Context: an optimization exercise on an open-source flow, tuned for small area. The choices shown serve that exercise and are no tape-out recipe.
Only simulation tests tie the RTL to the original design; equivalence was not proved.
Power and IR drop assume default switching activity.

Setup of job 8459:
==> flow/design.v (excerpt) <==
module FFE_top #(
    parameter DATA_WIDTH = 12,
    parameter NUM_STAGES = 2
) (
    input   wire                            clk,
    input   wire                            rst_n,
    input   wire                            load_in,
    input   wire signed [DATA_WIDTH-1:0]    data_in,
    output  reg  signed [DATA_WIDTH-1:0]    data_out,
    output  reg                             data_valid
);
For scale: ~180 cells after synthesis, roughly 79 flip-flops, about 2900 um2 of cells after synthesis.
Settings: LEC_CHECK=0, CAP_MARGIN=20, CORE_MARGIN=2, CORE_UTILIZATION=40, SLEW_MARGIN=20; clock period 10.0 ns.
standard.sh (not shown) runs the stock make flow with config.mk's settings and CLKGATE_MAP_FILE= SYNTH_SCRIPT=/design/flow/synth_recipe.tcl, a recipe that flattens the netlist after the stock synthesis.
==> flow/flow/run.sh <==
#!/bin/bash
# Own layout flow: the standard flow (standard.sh) with three changes.
#  1. Synthesis uses an area-oriented ABC script (flow/abc_area_nobuf.script)
#     in place of ORFS's speed script; everything else in synthesis is the
#     standard one (synth_recipe.tcl), so the registers are the same.
#  2. The ports are buffered with the smallest buffer, sky130_fd_sc_hd__buf_1.
#  3. Clock tree synthesis uses fewer, larger clusters and no dummy loads.
# Each tool's output goes to a log file of its own in this folder.
set -euo pipefail
here=$(pwd)
rm -rf "$here/scripts_abc"
cp -r "$FLOW_HOME/scripts" "$here/scripts_abc"
cp "$here/flow/abc_area_nobuf.script" "$here/scripts_abc/abc_speed.script"
export BUFFER_PORTS_ARGS="-buffer_cell sky130_fd_sc_hd__buf_1"
export CTS_ARGS="$(cat "$here/flow/cts_args.txt")"
bash standard.sh SCRIPTS_DIR="$here/scripts_abc" synth > "$here/synth.log" 2>&1
bash standard.sh finish > "$here/layout.log" 2>&1
==> flow/flow/abc_area_nobuf.script <==
strash
dch
map -a
topo
==> flow/flow/cts_args.txt <==
-sink_clustering_enable -repair_clock_nets -dont_use_dummy_load -sink_clustering_size 80 -sink_clustering_max_diameter 500 -buf_list sky130_fd_sc_hd__clkbuf_16
Job 8459 reached the final stage; the timing, design-rule and antenna checks on its layout passed.
Input changes introduced in job 661 (baseline for comparison: job 8459):
- CORE_UTILIZATION now 70, was 40
==> flow/flow/cts_args.txt <==
-sink_clustering_enable -repair_clock_nets -dont_use_dummy_load -sink_clustering_size 40 -sink_clustering_max_diameter 200 -buf_list sky130_fd_sc_hd__clkbuf_4
==> comparison <==
Compare job 8459 and job 661 | routed length on met1 lower: job 661
Job 8459 -> job 661: number of cells in the finished layout apart from fillers decreased by more than 10%
Comparing final standard cell utilization of the core for job 8459 and job 661, the bigger number came from job 661.
Going from job 8459 to job 661, the fraction of final layout cells sized beyond drive strength 1 was found to have gone down by 0.27 points.
The run showing the greater arrival time of data at the critical path endpoint is job 661.
[inputs] job 3051 vs job 661
-- flow/flow/run.sh --
<<< job 661, line 7
#  3. Clock tree synthesis uses fewer, larger clusters and no dummy loads.
>>> job 3051, line 7
#  3. Clock tree synthesis builds its tree from sky130_fd_sc_hd__clkbuf_4
#     only (flow/cts_args.txt) and adds no dummy loads.
==> flow/flow/abc_area_nobuf.script <==
strash
&get -n
&st
&dch -f -C 10000
&nf -a -R 10000 -C 20
&put
topo
## What came out
The run showing the smaller number of logic inverters in the finished layout is job 661.
Die area delta (job 3051 − job 661): favourable
Comparing job 3051 against job 661, there is no change at all in number of maximum-capacitance violations.
Relative to job 661, the routed wire length of job 3051 is lower by 300 um.
Every stage of the flow completed for job 661, and the final layout passed the timing, design-rule and antenna checks.
Job 3051 ended with every stage complete and zero timing, DRC or antenna violations.

========
FFE_top, a different RTL version from the one above (not shown whole).
Size: roughly 0.0032 sq mm of cells after synthesis.
Design FFE_top, start of the top module:
module FFE_top #(
    parameter DATA_WIDTH = 12,
    parameter NUM_STAGES = 2
) (
    input   wire                            clk,
    input   wire                            rst_n,
    input   wire                            load_in,
    input   wire signed [DATA_WIDTH-1:0]    data_in,
    output  reg  signed [DATA_WIDTH-1:0]    data_out,
    output  reg                             data_valid
);
export LEC_CHECK = 0
export CAP_MARGIN = 20
export CORE_MARGIN = 2
export CORE_UTILIZATION = 40
export SLEW_MARGIN = 20
create_clock -name core_clock -period 10.0 [get_ports {clk}]
==> flow/flow/run.sh <==
#!/bin/bash
# Standard layout, with the smallest buffer on the ports and a clock tree
# without dummy loads. Each tool's output goes to a log file in this folder.
set -euo pipefail
export BUFFER_PORTS_ARGS="-buffer_cell sky130_fd_sc_hd__buf_1"
export CTS_ARGS="-sink_clustering_enable -repair_clock_nets -dont_use_dummy_load -sink_clustering_size 40 -sink_clustering_max_diameter 200 -buf_list sky130_fd_sc_hd__clkbuf_4"
bash standard.sh synth > synth.log 2>&1
bash standard.sh finish > layout.log 2>&1
Rerun with:
==> flow/run.sh (new file) <==
#!/bin/bash
# synth_recipe.tcl (not shown) runs the flow's synth.tcl, then flattens the netlist and writes it again
# the make line also repeats each setting of config.mk as NAME=value (left out here)
make -C /OpenROAD-flow-scripts/flow DESIGN_CONFIG=/design/flow/config.mk WORK_HOME=/design/flow/orfs CLKGATE_MAP_FILE= SYNTH_SCRIPT=/design/flow/synth_recipe.tcl finish
removed: flow/flow/run.sh
removed: flow/standard.sh
What happened: Synthesized cell count does not change. Global-route usage stays flat. Critical path depth grows by 1. First-iteration DRC count climbs by well over a third. Die area is unchanged. Power goes up by roughly a tenth. Area after synthesis stays the same. Combinational power went up by roughly a tenth. Sequential power barely changes. Clock-buffer cell count grows by 1. Via count goes up slightly.
Rerun with:
--- a/flow/config.mk
+++ b/flow/config.mk
@@ -10,0 +11,3 @@
+export CTS_BUF_LIST = sky130_fd_sc_hd__clkbuf_4
+export CTS_CLUSTER_DIAMETER = 200
+export CTS_CLUSTER_SIZE = 40
Result:
- first-iteration DRC count falls by 2.4%
- total power came out lower by 3.7%
- utilization drops by 0.68 points
- sequential share of layout area grows by 0.83 points
- clock-buffer cell count stays the same
- worst setup slack loses 0.016 ns
- clock power goes down by 18%

========
The RTL this note starts from:
==> flow/design.v <==
module FFE_top #(
    parameter DATA_WIDTH = 12,
    parameter NUM_STAGES = 2
) (
    input   wire                            clk,
    input   wire                            rst_n,
    input   wire                            load_in,
    input   wire signed [DATA_WIDTH-1:0]    data_in,
    output  reg  signed [DATA_WIDTH-1:0]    data_out,
    output  reg                             data_valid
);
    reg         q0, q1, sel, enable;
    reg  [1:0]  count;
    reg  [2:0]  nload;
    reg  [11:0] s0, s1, s2;
    reg  [7:0]  s3h;             
    reg         s3z;             
    reg  [11:0] acc;
    wire ls   = q1;
    wire flag = sel | count[0] | count[1];
    wire tap0 = ~count[1] & ~count[0];
    wire tap1 = ~count[1] &  count[0];
    wire tap2 =  count[1] &  count[0];
    wire tap3 =  count[1] & ~count[0];
    always @(posedge clk, negedge rst_n) begin
        if (!rst_n) begin
            q0 <= 1'b0; q1 <= 1'b0; sel <= 1'b0;
            count <= 2'd0; enable <= 1'b0; nload <= 3'd0;
            data_valid <= 1'b0; data_out <= 12'd0;
        end else begin
            q0 <= load_in;
            q1 <= q0;
            sel <= ls;
            count <= flag ? {count[0], ~count[1]} : 2'd0;
            enable <= tap3;
            data_valid <= enable;
            if (enable) data_out <= acc;
            if (ls) nload <= {nload[1], nload[1] | nload[0], ~nload[2]};
        end
    end
    always @(posedge clk)
        if (ls) begin
            s0 <= data_in;
            s1 <= s0;
            s2 <= s1;
            s3h <= s2[11:4];
            s3z <= (s2[3:0] == 4'd0);
        end
    wire v1 = nload[1];
    wire v2 = nload[2];
    wire v3 = nload[2] & ~nload[0];
    wire d0 = tap0;
    wire d1 = tap1 & v1;
    wire d2 = tap2 & v2;
    wire d3 = tap3 & v3;
    wire k1 = s2[0] & s2[2];
    wire k2 = (s2[1] & s2[3]) | (k1 & (s2[1] | s2[3]));
    wire c2 = (s2[2] & s2[4]) | (k2 & (s2[2] | s2[4]));
    wire [11:0] b = ({12{d0}} &  {s0[11], s0[11:1]})
                  | ({12{d1}} & ~{{2{s1[11]}}, s1[11:2]})
                  | ({12{d2}} &  {{3{s2[11]}}, s2[11:3]})
                  | ({12{d3}} & ~{{4{s3h[7]}}, s3h});
    wire cin = (d1 & (s1[1:0] == 2'd0))
             | (d2 & c2)
             | (d3 & s3z);
    wire g = sel & ~tap3 & v2;
    wire [11:0] a = ({12{g}} & {{5{s2[11]}}, s2[11:5]}) | ({12{~sel}} & acc);
    wire [12:0] c;
    wire [11:0] sum;
    assign c[0] = cin;
    genvar i;
    generate
        for (i = 0; i < 12; i = i + 1) begin : rca
            assign sum[i]  = a[i] ^ b[i] ^ c[i];
            assign c[i+1]  = (a[i] & b[i]) | (c[i] & (a[i] ^ b[i]));
        end
    endgenerate
    always @(posedge clk)
        acc <= sum;
endmodule
==> flow/config.mk <==
export PLATFORM = sky130hd
export DESIGN_NAME = FFE_top
export DESIGN_NICKNAME = FFE_top
export VERILOG_FILES = /design/flow/design.v
export SDC_FILE = /design/flow/constraint.sdc
export NUM_CORES = 4
export LEC_CHECK = 0
export CAP_MARGIN = 20
export CORE_MARGIN = 2
export CORE_UTILIZATION = 70
export SLEW_MARGIN = 20
==> flow/constraint.sdc <==
create_clock -name core_clock -period 10.0 [get_ports {clk}]
set_input_delay 2.0000 -clock core_clock [delete_from_list [all_inputs] [get_ports {clk}]]
set_output_delay 2.0000 -clock core_clock [all_outputs]
set_load 0.01 [all_outputs]
==> flow/flow/run.sh <==
#!/bin/bash
# Own layout flow: the standard flow (standard.sh) with three changes.
#  1. Synthesis uses an area-oriented ABC script (flow/abc_area_nobuf.script)
#     in place of ORFS's speed script; everything else in synthesis is the
#     standard one (synth_recipe.tcl), so the registers are the same.
#  2. The ports are buffered with the smallest buffer, sky130_fd_sc_hd__buf_1.
#  3. Clock tree synthesis uses fewer, larger clusters and no dummy loads.
# Each tool's output goes to a log file of its own in this folder.
set -euo pipefail
here=$(pwd)
rm -rf "$here/scripts_abc"
cp -r "$FLOW_HOME/scripts" "$here/scripts_abc"
cp "$here/flow/abc_area_nobuf.script" "$here/scripts_abc/abc_speed.script"
export BUFFER_PORTS_ARGS="-buffer_cell sky130_fd_sc_hd__buf_1"
export CTS_ARGS="$(cat "$here/flow/cts_args.txt")"
bash standard.sh SCRIPTS_DIR="$here/scripts_abc" synth > "$here/synth.log" 2>&1
bash standard.sh finish > "$here/layout.log" 2>&1
==> flow/flow/abc_area_nobuf.script <==
strash
dch
map -a
topo
==> flow/flow/cts_args.txt <==
-sink_clustering_enable -repair_clock_nets -dont_use_dummy_load -sink_clustering_size 40 -sink_clustering_max_diameter 200 -buf_list sky130_fd_sc_hd__clkbuf_2 sky130_fd_sc_hd__clkbuf_4
The first run did not get past clock tree synthesis, error STA-0564.
Then changed:
==> flow/flow/cts_args.txt (replaced) <==
-sink_clustering_enable -repair_clock_nets -dont_use_dummy_load -sink_clustering_size 40 -sink_clustering_max_diameter 200 -buf_list sky130_fd_sc_hd__clkbuf_8
--- a/flow/config.mk
+++ b/flow/config.mk
@@ -10 +10 @@
-export CORE_UTILIZATION = 70
+export CORE_UTILIZATION = 40
With this change the flow completed without violations.
Area after synthesis stays the same.
Synthesized cell count does not change.
Then changed:
--- a/flow/flow/run.sh
+++ b/flow/flow/run.sh
@@ -13,0 +14 @@
+export RECOVER_POWER=100
==> flow/flow/cts_args.txt (replaced) <==
-sink_clustering_enable -repair_clock_nets -dont_use_dummy_load -sink_clustering_size 40 -sink_clustering_max_diameter 200 -buf_list sky130_fd_sc_hd__clkbuf_4
--- a/flow/config.mk
+++ b/flow/config.mk
@@ -10 +10 @@
-export CORE_UTILIZATION = 40
+export CORE_UTILIZATION = 70
Result:
- With this change the flow finished with capacitance limit, slew limit left
- cell area drops by 4.1%
- die area drops by 41%
- setup slack degrades by 31 ps
Then changed:
--- a/flow/flow/run.sh
+++ b/flow/flow/run.sh
@@ -14 +13,0 @@
-export RECOVER_POWER=100
==> flow/flow/abc_area_nobuf.script (replaced) <==
strash
&get -n
&st
&dch -f -C 10000
&nf -a -R 10000 -C 20
&put
topo
With this change the flow ran to the end with no violations.
Design area is lower slightly.
Clock power is lower by a few percent.
Global-route usage is lower by 0.41 points.
Worst setup slack gets better by 38 ps.
Synthesized area is lower slightly.

static timing again, ports no longer ideal:
The flow's constraints put no driver on any port. The routed layouts listed below were extracted and timed again, unchanged, in two steps.
Step 1: set_driving_cell puts a clkbuf_16 on clk and a buf_2 on each other input, an assumption about the parent block.
Step 2 also shifts input and output timing later by t, the mid clock arrival at the registers, as if the neighbouring blocks saw the same clock.
Three values: ideal, step 1, step 2; two values: the first two.
run	shift t [ns]	setup slack, ns	worst hold slack (ns)	worst setup path at the end	clock arrival spread, ns
job 8459	0.357	3.580 / 3.580 / 3.580	0.353 / 0.353 / 0.353	register to register	0.023 / 0.023
job 661	0.418	3.535 / 3.535 / 3.535	0.379 / 0.379 / 0.379	register to register	0.020 / 0.020
job 3051	0.421	3.573 / 3.573 / 3.573	0.359 / 0.359 / 0.359	register to register	0.023 / 0.023
the first run of note 2	0.432	3.828 / 3.828 / 3.828	0.357 / 0.357 / 0.357	register to register	0.028 / 0.028
the second run of note 2	0.367	3.833 / 3.833 / 3.833	0.351 / 0.351 / 0.351	register to register	0.010 / 0.011
the third run of note 2	0.434	3.817 / 3.817 / 3.817	0.361 / 0.361 / 0.361	register to register	0.011 / 0.011
the second run of note 3	0.360	3.566 / 3.566 / 3.566	0.360 / 0.360 / 0.360	register to register	0.033 / 0.033
the third run of note 3	0.418	3.535 / 3.535 / 3.535	0.380 / 0.380 / 0.380	register to register	0.020 / 0.020
the fourth run of note 3	0.421	3.573 / 3.573 / 3.573	0.359 / 0.359 / 0.359	register to register	0.023 / 0.023
